This design comes from an exercise in tuning for small area, a short achievable clock period and few clock cycles on the open sky130 flow, not from production work. Only simulation tests tie the RTL to the original design; equivalence was not proved. Power is estimated from default activity; no workload was simulated.

## flow/flow/run.sh

```bash
#!/bin/bash
# The standard layout with a few knobs changed:
# - ports get buf_2 buffers instead of the delay buffer the resizer picks;
# - the clock tree uses clkbuf_8 with smaller sink clusters;
# - the core is smaller (55% utilisation), for shorter wires.
# Clock, constraints and all other steps are the standard ones; synthesis is
# the standard synthesis, unchanged.
set -euo pipefail
KNOBS=(
  SETUP_SLACK_MARGIN=8.2
  "BUFFER_PORTS_ARGS=-buffer_cell sky130_fd_sc_hd__buf_2"
  CTS_BUF_LIST=sky130_fd_sc_hd__clkbuf_8
  CTS_CLUSTER_SIZE=16
  CTS_CLUSTER_DIAMETER=40
  CORE_UTILIZATION=55
  PLACE_DENSITY=0.7
)
bash standard.sh synth > synth.log 2>&1
bash standard.sh "${KNOBS[@]}" finish > layout.log 2>&1
```

## flow/standard.sh

```bash
#!/bin/bash
# synth_recipe.tcl (not shown) runs the flow's synth.tcl, then flattens the netlist and writes it again
# the make line also repeats each setting of config.mk as NAME=value (left out here)
make -C /OpenROAD-flow-scripts/flow DESIGN_CONFIG=/design/flow/config.mk WORK_HOME=/design/flow/orfs CLKGATE_MAP_FILE= SYNTH_SCRIPT=/design/flow/synth_recipe.tcl "${@:-finish}"
```

## flow/config.mk

```make
export PLATFORM = sky130hd
export DESIGN_NAME = cache
export DESIGN_NICKNAME = cache
export VERILOG_FILES = /design/flow/design.v
export SDC_FILE = /design/flow/constraint.sdc
export NUM_CORES = 8
export LEC_CHECK = 0
export CAP_MARGIN = 40
export CORE_MARGIN = 2
export CORE_UTILIZATION = 30
export PLACE_DENSITY = 0.5
export SLEW_MARGIN = 40
```

## flow/constraint.sdc

```tcl
create_clock -name core_clock -period 12.0 [get_ports {clk}]
set_input_delay 2.4000 -clock core_clock [delete_from_list [all_inputs] [get_ports {clk}]]
set_output_delay 2.4000 -clock core_clock [all_outputs]
set_load 0.01 [all_outputs]
```

## flow/design.v

```verilog
module cache(
    clk,
    proc_reset,
    proc_read,
    proc_write,
    proc_addr,
    proc_rdata,
    proc_wdata,
    proc_stall,
    mem_read,
    mem_write,
    mem_addr,
    mem_rdata,
    mem_wdata,
    mem_ready
);
    input          clk;
    input          proc_reset;
    input          proc_read, proc_write;
    input   [29:0] proc_addr;
    input   [31:0] proc_wdata;
    output         proc_stall;
    output  [31:0] proc_rdata;
    input  [127:0] mem_rdata;
    input          mem_ready;
    output         mem_read, mem_write;
    output  [27:0] mem_addr;
    output [127:0] mem_wdata;
    localparam IDLE  = 3'd0;    
    localparam RWAIT = 3'd1;    
    localparam WWAIT = 3'd2;    
    localparam DONE  = 3'd3;    
    localparam FIX   = 3'd4;    
    localparam WPREP = 3'd5;    
    localparam PK    = 6;       
    reg [127:0] data0 [0:3];
    reg [127:0] data1 [0:3];
    reg  [25:0] tag0  [0:3];
    reg  [25:0] tag1  [0:3];
    reg   [3:0] v0, v1;
    reg   [3:0] mru0;           
    reg   [2:0] state;
    reg         done_r;
    reg         mem_read_r, mem_write_r;
    reg  [29:0] addr_r;         
    reg         wr_r;
    reg         way_r;          
    reg  [31:0] rdata_r;
    reg [127:0] wdata_r;        
    assign proc_stall = ~done_r;
    assign proc_rdata = rdata_r;
    assign mem_read   = mem_read_r;
    assign mem_write  = mem_write_r;
    assign mem_addr   = addr_r[29:2];
    assign mem_wdata  = wdata_r;
    wire  [1:0] idx = proc_addr[3:2];
    wire  [1:0] off = proc_addr[1:0];
    wire [25:0] tg  = proc_addr[29:4];
    wire [3:0] eq0, eq1;
    genvar s;
    generate
        for (s = 0; s < 4; s = s + 1) begin : g_cmp
            assign eq0[s] = v0[s] & (tag0[s] == tg);
            assign eq1[s] = v1[s] & (tag1[s] == tg);
        end
    endgenerate
    wire h0 = eq0[idx];
    wire h1 = eq1[idx];
    wire hit = h0 | h1;
    wire [3:0] pm0, pm1;
    generate
        for (s = 0; s < 4; s = s + 1) begin : g_pred
            assign pm0[s] = v0[s] & (tag0[s][PK-1:0] == tg[PK-1:0]);
            assign pm1[s] = v1[s] & (tag1[s][PK-1:0] == tg[PK-1:0]);
        end
    endgenerate
    wire p1 = pm1[idx] & ~pm0[idx];
    wire sel = (state == IDLE) ? p1 : way_r;
    wire right = sel ? h1 : h0;        
    wire [127:0] blk0 = data0[idx];
    wire [127:0] blk1 = data1[idx];
    wire  [31:0] w0 = blk0[32*off +: 32];
    wire  [31:0] w1 = blk1[32*off +: 32];
    wire [127:0] hblk = way_r ? blk1 : blk0;
    wire wright = way_r ? h1 : h0;
    wire  [1:0] off_r = addr_r[1:0];
    wire vic = ~v0[idx] ? 1'b0 : (~v1[idx] ? 1'b1 : mru0[idx]);
    reg [127:0] refill;         
    reg [127:0] hmerge;         
    integer k;
    always @(*) begin
        refill = mem_rdata;
        hmerge = hblk;
        for (k = 0; k < 4; k = k + 1) begin
            if (wr_r && off_r == k) refill[32*k +: 32] = proc_wdata;
            if (off == k)           hmerge[32*k +: 32] = proc_wdata;
        end
    end
    wire req = proc_read | proc_write;
    wire refill_en = (state == RWAIT) & mem_ready;
    always @(posedge clk) begin
        addr_r  <= proc_addr;
        wr_r    <= proc_write;
        rdata_r <= (state == RWAIT) ? mem_rdata[32*off_r +: 32] : (sel ? w1 : w0);
        wdata_r <= (state == RWAIT) ? refill : hmerge;
    end
    always @(posedge clk) begin
        if (proc_reset) begin
            state       <= IDLE;
            done_r      <= 1'b0;
            mem_read_r  <= 1'b0;
            mem_write_r <= 1'b0;
        end else begin
            case (state)
            IDLE: if (req) begin
                if (hit & proc_write & wright) begin
                    state       <= WWAIT;
                    mem_write_r <= 1'b1;
                end else if (hit & proc_write) begin
                    state <= WPREP;
                end else if (hit & ~right) begin
                    state <= FIX;
                end else if (hit) begin
                    state  <= DONE;
                    done_r <= 1'b1;
                end else begin
                    state      <= RWAIT;
                    mem_read_r <= 1'b1;
                end
            end
            RWAIT: if (mem_ready) begin
                mem_read_r <= 1'b0;
                if (wr_r) begin
                    state       <= WWAIT;
                    mem_write_r <= 1'b1;
                end else begin
                    state  <= DONE;
                    done_r <= 1'b1;
                end
            end
            WWAIT: if (mem_ready) begin
                mem_write_r <= 1'b0;
                state       <= DONE;
                done_r      <= 1'b1;
            end
            FIX: begin
                state  <= DONE;
                done_r <= 1'b1;
            end
            WPREP: begin
                state       <= WWAIT;
                mem_write_r <= 1'b1;
            end
            default: begin
                state  <= IDLE;
                done_r <= 1'b0;
            end
            endcase
        end
    end
    always @(posedge clk) begin
        if (state == IDLE) way_r <= h1;
        else if (refill_en) way_r <= vic;
    end
    integer i;
    always @(posedge clk) begin
        if (proc_reset) begin
            v0 <= 4'd0;
            v1 <= 4'd0;
        end else begin
            for (i = 0; i < 4; i = i + 1) begin
                if (refill_en && idx == i) begin
                    if (vic) v1[i] <= 1'b1;
                    else     v0[i] <= 1'b1;
                end
            end
        end
    end
    wire [127:0] col = (state == RWAIT) ? refill : {4{proc_wdata}};
    integer j;
    always @(posedge clk) begin
        for (i = 0; i < 4; i = i + 1) begin
            if (refill_en && idx == i) begin
                mru0[i] <= ~vic;
                if (vic) tag1[i] <= tg;
                else     tag0[i] <= tg;
            end
            if (state == WWAIT && idx == i) mru0[i] <= ~way_r;
            for (j = 0; j < 4; j = j + 1) begin
                if (idx == i && (refill_en && vic || state == WWAIT && way_r && off == j))
                    data1[i][32*j +: 32] <= col[32*j +: 32];
                if (idx == i && (refill_en && !vic || state == WWAIT && !way_r && off == j))
                    data0[i][32*j +: 32] <= col[32*j +: 32];
            end
        end
    end
endmodule
```

==> flow_summary_export.csv, run 1 <==
group,metric,value,unit
floorplan,io_pins,386,
synthesis,yosys-top-cells-area,"edfxtp_1 63%, mux4_2 14%, dfxtp_1 7.0%, mux2i_1 2.8%, xnor2_1 2.7%",
synthesis,synth_common_cells,"1237 x edfxtp_1, 353 x mux4_2, 238 x nand2_1, 205 x dfxtp_1, 181 x xnor2_1",
detailed_routing,ant_nets,0,
clock_network,clkSlewWorstSetupHoldPaths,80,ps
cells_and_area,multi_input_area,16890,um2
timing,tns,0,ps
synthesis,synth_top_area_share,63.37,%
clock_network,cts-root-buf,"clkbuf_8",
timing,period_needed,3947,ps
global_route,grt_overflow,0,
timing,max_slew_margin,44.42,%
setup_path,max_stage_delay,560,ps
timing,slew_violations,0,
setup_path,crit_arrival,4670,ps
setup_path,path_cells,"buf_6 -> nor2b_2 -> nand2_1 -> o21a_2 -> buf_4 -> o22ai_1 -> a21oi_2",
setup_path,critPathLaunchType,"input pin",
detailed_routing,drc_errors,0,
synthesis,synth_edf_count,1237,
setup_path,crit_family,"compound AO/OA/AOI/OAI gates",
worst_hold_path,hold_class,"reg -> reg",
synthesis,synth.distinct_cells,52,
timing,rsz0062_at_grt,"yes",
synthesis,synth.ff_latch_count,1442,
floorplan,die-width,330.5,um
power,power,13.52,mW
power,p_per_area,198.2,nW/um2
setup_path,cp.required,12720,ps
clock_network,ctsLongestPathBuffers,3,
clock_network,worst_skew_pair.late_latency,930,ps
detailed_routing,via_per_inst,6.589,
global_route,grtUsageTotal,32.58,%
timing,finalWorstSetupSlack,8053,ps
status,status,"complete, no violations",
cells_and_area,drive_above_1_share,36.63,%
cells_and_area,fillerInstances,7060,
clock_network,htreeDepth,4,
global_route,grt_pass1_wl,246400,um
synthesis,yosysWarningCount,5,
timing,finalSetupViolCount,0,
synthesis,post-synth-top-count-cell,"edfxtp_1",
detailed_routing,wl_per_cell,33.99,um
synthesis,synth_top_area_cell,"edfxtp_1",
setup_path,crit_path_top_delay_cell,"o21a_2",
setup_path,path_class,"in -> reg",
synthesis,syn_avg_cell_area,18.03,um2
floorplan,rows,119,
synthesis,netlist_area,58610,um2
timing,fmax,253.4,MHz
cells_and_area,stdcell_count,5248,
cells_and_area,syn2layout_area_growth,16.35,%
placed_design,dp_worst_setup_slack,6184,ps
detailed_routing,wl,178400,um
flow_run,drv_cap,0,
synthesis,synth_cells,3251,
power,peakVddDrop,140.1,uV
detailed_routing,drt_first_pass_iters,6,
placed_design,dpl.hpwl,104000,um
placed_design,gp_congestion,0.8626,
timing,holdWs,474.5,ps
floorplan,fp.dieArea,109200,um2
floorplan,die_h,330.5,um
setup_path,crit_buf_inv,2,
clock_network,cts.sink_count,1442,
synthesis,synth_fp_nets,3446,
synthesis,synthFlopType,"edfxtp_1",
global_route,first_global_vias,33930,
placed_design,io_buffers,385,
floorplan,initial_utilization,55.52,%
clock_network,cts-buffers-inserted,163,
floorplan,coreArea,105600,um2
global_route,antenna_found_initial,5,
placed_design,placed_cells,4866,
setup_path,cp_max_fo,36,
timing,finalHoldViolations,0,
cells_and_area,final_nets,3910,
detailed_routing,via_count,34580,
timing,skew,73.04,ps
timing,period_share,32.89,%
timing,tightest_slew,833.8,ps
global_route,grt_max_degree,104,
setup_path,endpoint_kind,"flop",
clock_network,tritoncts,"built",
synthesis,ys_seq_area_share,70.38,%
detailed_routing,drt_iter0_markers,5302,
synthesis,async_reset_ff_share,0,%
cells_and_area,seq_area,41410,um2
power,leakage,22.90,nW
state kept, by name, indices dropped and copies added, names as in the netlist, 3 cells and up:
register / cells
mru0: 4
wdata_r: 128
v0: 4
state: 3
rdata_r: 32
addr_r: 30
data1: 512
tag0: 104
v1: 4
data0: 512
tag1: 104
stage by stage:
| stage | cell area [um2] | utilization (%) |
|---|---|---|
| 6_report | 68200 | 64.60 |
| 5_1_grt | 68200 | 64.60 |
| 4_1_cts | 67710 | 64.14 |
| 3_5_place_dp | 62290 | 59.01 |
| 3_3_place_gp | 62150 | 58.87 |
| 2_1_floorplan | 59330 | - |
power breakdown:
group / switching, mW / internal (mW)
Sequential: 0.231 / 6.26
Clock: 2.00 / 1.70
Combinational: 2.15 / 1.17
placed cells by master, fill, tap and decap left out, drive strengths merged, types with 27 or more instances in the layout:
cell / netlist / routed
edfxtp: 1237 / 1237
nor2: 83 / 86
buf: 116 / 508
mux4: 353 / 354
nand2: 238 / 238
xnor2: 181 / 181
clkbuf: 114 / 184
inv: 9 / 75
clkinv: 0 / 43
mux2i: 168 / 168
nand4: 38 / 38
a21oi: 132 / 132
xor2: 27 / 27
mux2: 66 / 66
o22ai: 111 / 111
dfxtp: 205 / 205
o21ai: 64 / 64
layout make-up:
cell class,count,area share (%)
flip-flops and latches,1442,60.72
multi-input cells,1574,24.77
repair buffers,525,6.430
clock buffers,172,3.471
well taps,1391,2.552
clock inverters,133,1.994
inverters,9,0.06054
diodes,2,0.007339
cell families (layout without fill, tap and decap cells):
kind of cell              Yosys count  in the layout  share of synthesized area, %
buffers and inverters             239            839                         2.133
AOI/OAI and AO/OA                 349            349                         3.403
and+or+nand+nor                   426            429                         3.247
xor gates and xnor gates          208            208                         3.108
muxes                             587            588                         17.73
DFF                              1442           1442                         70.38
other                               0              2                             0
final timing paths:
kind	depth (start not counted)	from	slack, ps	endpoint
worst min-delay path	2	done_r	470	done_r
worst max register to register	8	state[1]	8360	wdata_r[127]
worst min register to register	2	done_r	470	done_r
worst max-delay path	7	proc_addr[1]	8050	wdata_r[95]
worst min-delay path: cells and delay by family (launching register included):
family	cells	cell delay, ps
and+or+nand+nor	1	50
DFF	1	330
AOI/OAI and AO/OA	1	60
what timing repair did:
item                        CTS  global route
cloned                       11             4
resized for setup           261            50
setup buffers                46            11
setup endpoints to repair  1673           812
hold buffers                  0             0
pin swaps                    37             9
per-layer routing:
metal / vias up / wire, um / track usage [%]
met1: 17640 / 62990 / 43.09
met4: 4 / 8547 / 14.81
met3: 466 / 23540 / 9.851
met2: 2565 / 83270 / 50.26
li1: 13900 / - / -
met5: - / 23 / 0
Testbench counts, summed over its fixed seeds: cycles 143,402.
==> run 2: changes to the inputs <==
--- a/flow/design.v
+++ b/flow/design.v
@@ -87,12 +87,8 @@
     wire vic = ~v0[idx] ? 1'b0 : (~v1[idx] ? 1'b1 : mru0[idx]);
-    reg [127:0] refill;         
-    reg [127:0] hmerge;         
+    reg [127:0] nblk;
     integer k;
     always @(*) begin
-        refill = mem_rdata;
-        hmerge = hblk;
-        for (k = 0; k < 4; k = k + 1) begin
-            if (wr_r && off_r == k) refill[32*k +: 32] = proc_wdata;
-            if (off == k)           hmerge[32*k +: 32] = proc_wdata;
-        end
+        nblk = (state == RWAIT) ? mem_rdata : hblk;
+        for (k = 0; k < 4; k = k + 1)
+            if (off == k) nblk[32*k +: 32] = proc_wdata;
     end
@@ -104,3 +100,3 @@
         rdata_r <= (state == RWAIT) ? mem_rdata[32*off_r +: 32] : (sel ? w1 : w0);
-        wdata_r <= (state == RWAIT) ? refill : hmerge;
+        wdata_r <= nblk;
     end
@@ -178,3 +174,3 @@
     end
-    wire [127:0] col = (state == RWAIT) ? refill : {4{proc_wdata}};
+    wire [127:0] col = (state == RWAIT) ? mem_rdata : {4{proc_wdata}};
     integer j;
--- a/flow/flow/run.sh
+++ b/flow/flow/run.sh
@@ -9,3 +9,3 @@
 KNOBS=(
-  SETUP_SLACK_MARGIN=8.2
+  SETUP_SLACK_MARGIN=8.3
   "BUFFER_PORTS_ARGS=-buffer_cell sky130_fd_sc_hd__buf_2"
==> flow_summary_export.csv, run 2 <==
group,metric,value,unit
cells_and_area,syn2layout_area_growth,17.57,%
clock_network,clkSlewWorstSetupHoldPaths,80,ps
synthesis,synth_cells,3245,
floorplan,die_h,330.4,um
synthesis,ys_seq_area_share,70.39,%
timing,period_needed,3806,ps
global_route,grt_overflow,0,
synthesis,post-synth-top-count-cell,"edfxtp_1",
floorplan,die-width,330.4,um
global_route,grtUsageTotal,30.12,%
setup_path,crit_buf_inv,1,
placed_design,placed_cells,4860,
synthesis,synth_edf_count,1237,
global_route,grt_max_degree,113,
synthesis,synth_top_area_share,63.39,%
floorplan,rows,119,
synthesis,synth_fp_nets,3440,
flow_run,drv_cap,0,
detailed_routing,drt_iter0_markers,3912,
synthesis,yosys-top-cells-area,"edfxtp_1 63%, mux4_2 14%, dfxtp_1 7.0%, xnor2_1 3.0%, mux2i_1 2.8%",
timing,slew_violations,0,
clock_network,ctsLongestPathBuffers,3,
power,leakage,23.28,nW
detailed_routing,wl_per_cell,31.46,um
clock_network,worst_skew_pair.late_latency,870,ps
timing,finalHoldViolations,0,
floorplan,io_pins,386,
floorplan,fp.dieArea,109200,um2
timing,finalWorstSetupSlack,8194,ps
power,power,13.42,mW
timing,tightest_slew,816.6,ps
synthesis,syn_avg_cell_area,18.06,um2
cells_and_area,final_cell_mix,"1237 x edfxtp_1, 353 x mux4_2, 334 x nand2_1",
setup_path,endpoint_kind,"primary output",
synthesis,synth.ff_latch_count,1442,
setup_path,crit_family,"flip-flops",
floorplan,initial_utilization,55.59,%
cells_and_area,final_common_cell,"edfxtp_1",
clock_network,htreeDepth,4,
cells_and_area,fillerInstances,6910,
global_route,antenna_found_initial,4,
worst_hold_path,min_path_cells,2,
setup_path,rr_worst_depth,6,
synthesis,async_reset_ff_share,0,%
detailed_routing,wl,165300,um
status,status,"complete, no violations",
cells_and_area,reg.largest.list,"data0: 512 flops, data1: 512 flops, wdata_r: 128 flops",
setup_path,critPathLaunchType,"flop",
timing,skew,32.58,ps
detailed_routing,via_count,33210,
synthesis,synth.distinct_cells,50,
cells_and_area,seq_area,41420,um2
clock_network,tritoncts,"built",
detailed_routing,drt_first_pass_iters,6,
global_route,grt_pass1_wl,230900,um
clock_network,cts-root-buf,"clkbuf_8",
setup_path,path_depth,1,
timing,finalSetupViolCount,0,
power,peakVddDrop,154.8,uV
cells_and_area,stdcell_count,5252,
floorplan,coreArea,105400,um2
clock_network,cts-buffers-inserted,158,
synthesis,netlist_area,58600,um2
synthesis,synth_common_cells,"1237 x edfxtp_1, 353 x mux4_2, 336 x nand2_1, 205 x dfxtp_1, 198 x xnor2_1",
setup_path,max_stage_delay,420,ps
setup_path,path_cells,"buf_6",
detailed_routing,via_per_inst,6.324,
timing,period_share,31.71,%
timing,fmax,262.8,MHz
synthesis,synth_top_area_cell,"edfxtp_1",
timing,rsz0062_at_grt,"yes",
setup_path,cp_max_fo,1,
global_route,first_global_vias,32750,
timing,tns,0,ps
cells_and_area,multi_input_area,17120,um2
placed_design,gp_congestion,0.8179,
worst_hold_path,hold_class,"reg -> reg",
placed_design,io_buffers,385,
timing,max_slew_margin,45.56,%
setup_path,crit_arrival,1410,ps
setup_path,cp.required,9600,ps
placed_design,dpl.hpwl,94700,um
power,p_per_area,194.8,nW/um2
cells_and_area,drive_above_1_share,38.98,%
detailed_routing,drc_errors,0,
cells_and_area,fin_util,65.36,%
setup_path,crit_path_top_delay_cell,"dfxtp_4",
placed_design,dp_worst_setup_slack,6281,ps
synthesis,yosysWarningCount,5,
detailed_routing,ant_nets,0,
clock_network,cts.sink_count,1442,
cells_and_area,final_nets,3919,
setup_path,path_class,"reg -> out",
synthesis,synthFlopType,"edfxtp_1",
-- run 2: timing repair --
action                                  4_1_cts  5_1_grt
gates cloned                                 24        5
gates resized for setup                     308      149
pin swaps                                    47       17
hold buffers                                  0        0
endpoints found under the setup margin     1589      404
buffers inserted                             50       16
-- run 2: path summary, 6_finish.rpt --
check                                 from            end  slack [ps]
worst max-delay path            rdata_r[0]  proc_rdata[0]        8190
worst min-delay path                 v1[0]          v1[0]         510
worst max register to register    state[1]   wdata_r[105]        8540
worst min register to register       v1[0]          v1[0]         510
-- run 2: area by class of cell --
cell class | count | area share (%)
flip-flops and latches | 1442 | 60.12
repair buffers | 530 | 7.275
clock buffers | 169 | 3.376
multi-input cells | 1587 | 24.85
diodes | 3 | 0.01090
inverters | 5 | 0.02724
well taps | 1391 | 2.526
clock inverters | 125 | 1.822
-- run 2: worst register-to-register path: cells and delay by family, from the launching register on --
family,cells,cell delay (ps)
simple gates,2,830
flops,1,400
mux,1,340
compound gates,1,440
buf+inv,2,1330
-- run 2: where the power goes --
group | leakage (nW) | internal (mW) | total, mW | switching (mW)
registers | 12.9 | 6.37 | 6.58 | 0.217
clock network | 1.85 | 1.66 | 3.59 | 1.93
logic | 8.52 | 1.26 | 3.25 | 1.99
-- run 2: metrics by stage --
step,hold slack [ps],cell area (um2)
final,510.7,68900
after global routing,535.3,68900
after CTS,498.4,67970
after detailed placement,498.0,62170
after global placement,485.4,62020
after floorplan,456.0,59410
-- run 2: logic make-up (layout without fill, tap and decap cells) --
group	count (synthesis)	after routing	share of synthesized area (%)
other	0	3	0
XOR/XNOR	208	208	3.109
AND/OR/NAND/NOR	512	520	3.715
AO/OA/AOI/OAI	213	213	1.966
multiplexers	646	646	18.85
flip-flops	1442	1442	70.39
buffers and inverters	224	829	1.969
-- run 2: metal layers --
metal / up-vias / share of wire (%) / track usage (%)
li1: 13740 / - / -
met1: 17140 / 36 / 39.19
met2: 1969 / 49 / 49.06
met3: 365 / 10 / 7.684
met4: 2 / 4.1 / 11.94
met5: - / 0.0097 / 0
Testbench counts of run 2, summed over its fixed seeds: cycles 143,402.
==> run 3: changes to the inputs <==
--- a/flow/flow/run.sh
+++ b/flow/flow/run.sh
@@ -3,3 +3,3 @@
 # - ports get buf_2 buffers instead of the delay buffer the resizer picks;
-# - the clock tree uses clkbuf_8 with smaller sink clusters;
+# - the clock tree uses clkbuf_8 with smaller sink clusters and no dummy loads;
 # - the core is smaller (55% utilisation), for shorter wires.
@@ -11,5 +11,3 @@
   "BUFFER_PORTS_ARGS=-buffer_cell sky130_fd_sc_hd__buf_2"
-  CTS_BUF_LIST=sky130_fd_sc_hd__clkbuf_8
-  CTS_CLUSTER_SIZE=16
-  CTS_CLUSTER_DIAMETER=40
+  "CTS_ARGS=-sink_clustering_enable -repair_clock_nets -buf_list sky130_fd_sc_hd__clkbuf_8 -sink_clustering_size 16 -sink_clustering_max_diameter 40 -dont_use_dummy_load"
   CORE_UTILIZATION=55
==> flow_summary_export.csv, run 3 <==
group,metric,value,unit
synthesis,synth_xor_area_share,3.109,%
cells_and_area,syn2layout_area_growth,16.14,%
cells_and_area,drive_above_1_share,37.81,%
detailed_routing,wl_met2,81980,um
placed_design,dp_worst_setup_slack,6281,ps
clock_network,ctsLongestPathBuffers,3,
setup_path,cp_max_fo,8,
worst_hold_path,hold_class,"reg -> reg",
cells_and_area,reg.largest.list,"data0: 512 flops, data1: 512 flops, wdata_r: 128 flops",
flow_run,drv_cap,0,
clock_network,clkSlewWorstSetupHoldPaths,90,ps
detailed_routing,met3_wirelength,17480,um
synthesis,ys_seq_area_share,70.39,%
timing,period_share,31.51,%
cells_and_area,final_cell_mix,"1237 x edfxtp_1, 353 x mux4_2, 334 x nand2_1",
synthesis,synth_cells,3245,
synthesis,synth_fp_nets,3440,
power,peakVddDrop,123.8,uV
detailed_routing,via_per_inst,6.432,
timing,period_needed,3781,ps
timing,max_slew_margin,44.13,%
synthesis,synth_top_area_cell,"edfxtp_1",
timing,slew_violations,0,
power,power_frac_clock,21.6,%
timing,tightest_slew,838.0,ps
detailed_routing,drc_errors,0,
placed_design,gp_congestion,0.8179,
timing,rsz0062_at_grt,"yes",
clock_network,worst_skew_pair.late_latency,860,ps
setup_path,path_class,"in -> reg",
detailed_routing,drt_first_pass_iters,6,
power,internal-power,8.808,mW
floorplan,initial_utilization,55.59,%
power,power.share.switching,30.01,%
cells_and_area,final_common_cell,"edfxtp_1",
synthesis,synth_top_area_share,63.39,%
synthesis,yosysWarningCount,5,
floorplan,fp.dieArea,109200,um2
cells_and_area,stdcell_count,5139,
global_route,grt_pass1_wl,231600,um
status,status,"complete, no violations",
global_route,antenna_found_initial,4,
synthesis,synth.distinct_cells,50,
global_route,grtUsageTotal,30.31,%
synthesis,yosys.area_share.simple,3.715,%
detailed_routing,ant_nets,0,
detailed_routing,wl,166800,um
power,p_per_area,184.9,nW/um2
detailed_routing,wirelength_met1,60400,um
timing,skew,70.31,ps
floorplan,rows,119,
floorplan,io_pins,386,
clock_network,holdBufCountCts,0,
detailed_routing,via_count,33050,
detailed_routing,top_layer_used,"met5",
clock_network,cts.sink_count,1442,
synthesis,syn_avg_cell_area,18.06,um2
synthesis,synth_mux_area_share,18.85,%
setup_path,endpoint_kind,"flop",
power,switchingPower,3.778,mW
clock_network,tritoncts,"built",
timing,finalHoldViolations,0,
clock_network,cts-root-buf,"clkbuf_8",
synthesis,netlist_area,58600,um2
synthesis,synth_adder_area_share,0,%
synthesis,synth_edf_count,1237,
synthesis,post-synth-top-count-cell,"edfxtp_1",
placed_design,io_buffers,385,
setup_path,crit_arrival,4490,ps
detailed_routing,drt_iter0_markers,4113,
timing,finalWorstSetupSlack,8219,ps
floorplan,die_h,330.4,um
global_route,grt_max_degree,113,
detailed_routing,wl_per_cell,32.46,um
timing,tns,0,ps
synthesis,yosys-top-cells-area,"edfxtp_1 63%, mux4_2 14%, dfxtp_1 7.0%, xnor2_1 3.0%, mux2i_1 2.8%",
setup_path,cp.required,12710,ps
floorplan,coreArea,105400,um2
placed_design,placed_cells,4860,
setup_path,critPathLaunchType,"input pin",
synthesis,async_reset_ff_share,0,%
synthesis,synth.ff_latch_count,1442,
global_route,grt_overflow,0,
clock_network,htreeDepth,4,
placed_design,dpl.hpwl,94700,um
clock_network,cts-buffers-inserted,158,
synthesis,synth_top_family_by_area,"multiplexers",
floorplan,die-width,330.4,um
power,leakage,22.80,nW
power,seqPwrFrac,52.3,%
synthesis,synth_common_cells,"1237 x edfxtp_1, 353 x mux4_2, 336 x nand2_1, 205 x dfxtp_1, 198 x xnor2_1",
timing,fmax,264.5,MHz
cells_and_area,final_nets,3942,
synthesis,synth_compound_area_share,1.966,%
power,power,12.59,mW
timing,finalSetupViolCount,0,
global_route,first_global_vias,32690,
synthesis,synthFlopType,"edfxtp_1",
power,combPwrFrac,26.2,%
run 3: cell type report:
| type | instances | area [um2] |
|---|---|---|
| multi-input combinational | 1587 | 17220 |
| sequential | 1442 | 41410 |
| inverter | 5 | 18.77 |
| timing repair buffer | 553 | 5492 |
| antenna | 3 | 7.507 |
| fill | 6961 | 37350 |
| tap | 1391 | 1740 |
| clock buffer | 158 | 2175 |
run 3: per-stage QoR:
step / utilization [%] / cell area, um2 / hold WS, ps
final: 64.57 / 68060 / 519.5
after global placement: 58.84 / 62020 / 485.4
after detailed placement: 58.97 / 62170 / 498.0
after CTS: 63.49 / 66930 / 495.3
after floorplan: - / 59410 / 456.0
after global routing: 64.57 / 68060 / 532.6
run 3: worst paths after layout:
| kind | from | slack, ps | to | cells after the start |
|---|---|---|---|---|
| max | proc_addr[5] | 8220 | rdata_r[2] | 11 |
| min reg2reg | v1[3] | 520 | v1[3] | 2 |
| max reg2reg | state[1] | 8500 | wdata_r[105] | 6 |
| min | v1[3] | 520 | v1[3] | 2 |
run 3: metal layers:
metal	up-vias	GRT usage (%)
met5	-	0
met4	2	11.97
met3	387	6.887
met2	1937	49.53
met1	17130	39.90
li1	13600	-
run 3: kinds of logic (layout without fill, tap and decap cells):
family	Yosys count	after routing
compound gates	213	213
xor+xnor	208	208
buf+inv	224	716
flops	1442	1442
mux	646	646
other cells	0	3
simple gates	512	520
run 3: worst max-delay path, stage by stage:
cell and delay (ps):
buf_16 130, buf_4 140, xnor2_1 140, nand4_1 160, o31ai_1 410, a21oi_2 120, or2_4 300, buf_12 160
buf_16 190, mux2i_2 230, o21ai_2 100
run 3: power by group through the flow:
stage	Clock, mW	Sequential, mW	Combinational, mW
finish	2.71	6.58	3.29
global route	2.94	6.61	3.50
CTS	2.75	6.55	3.14
detailed placement	0	6.61	2.86
global placement	0	6.60	2.77
floorplan	0	6.66	1.73
run 3: what timing repair did:
item                                    CTS  global route
setup endpoints to repair              1577           430
pin swaps                                54            28
endpoints found under the hold margin     0             0
buffers inserted                         59            22
gates resized for setup                 328           159
cloned                                   29             7

separate check: timing with driven ports:
No port has a modelled driver above. Below, the same layouts with a new extraction and two added sets of constraints.
Step 1 sets driving cells, clkbuf_16 on the clock port and buf_2 on the other inputs (assumed; they add their load-dependent delay and slew).
Step 2 adds t to the input delays and takes it off the output delays; t is the mean of the earliest and latest rising clock arrival at the registers after step 1. Input paths then give back, and output paths get back, about the clock's delay inside the block.
a / b / c = no drivers / after step 1 / after step 2; a / b = the first two.
| run | t, ns | slack for setup (ns) | worst register clock-pin slew, ns |
|---|---|---|---|
| run 1 | 0.962 | 8.053 / 8.043 / 7.081 | 0.10 / 0.10 |
| run 2 | 0.928 | 8.194 / 8.093 / 7.165 | 0.10 / 0.10 |
| run 3 | 0.906 | 8.219 / 8.098 / 7.192 | 0.10 / 0.10 |
After both steps every run listed still meets setup and hold. The setup slack of run 2, which loses most, moves by -0.101 ns with the drivers and by -1.029 ns with both steps.
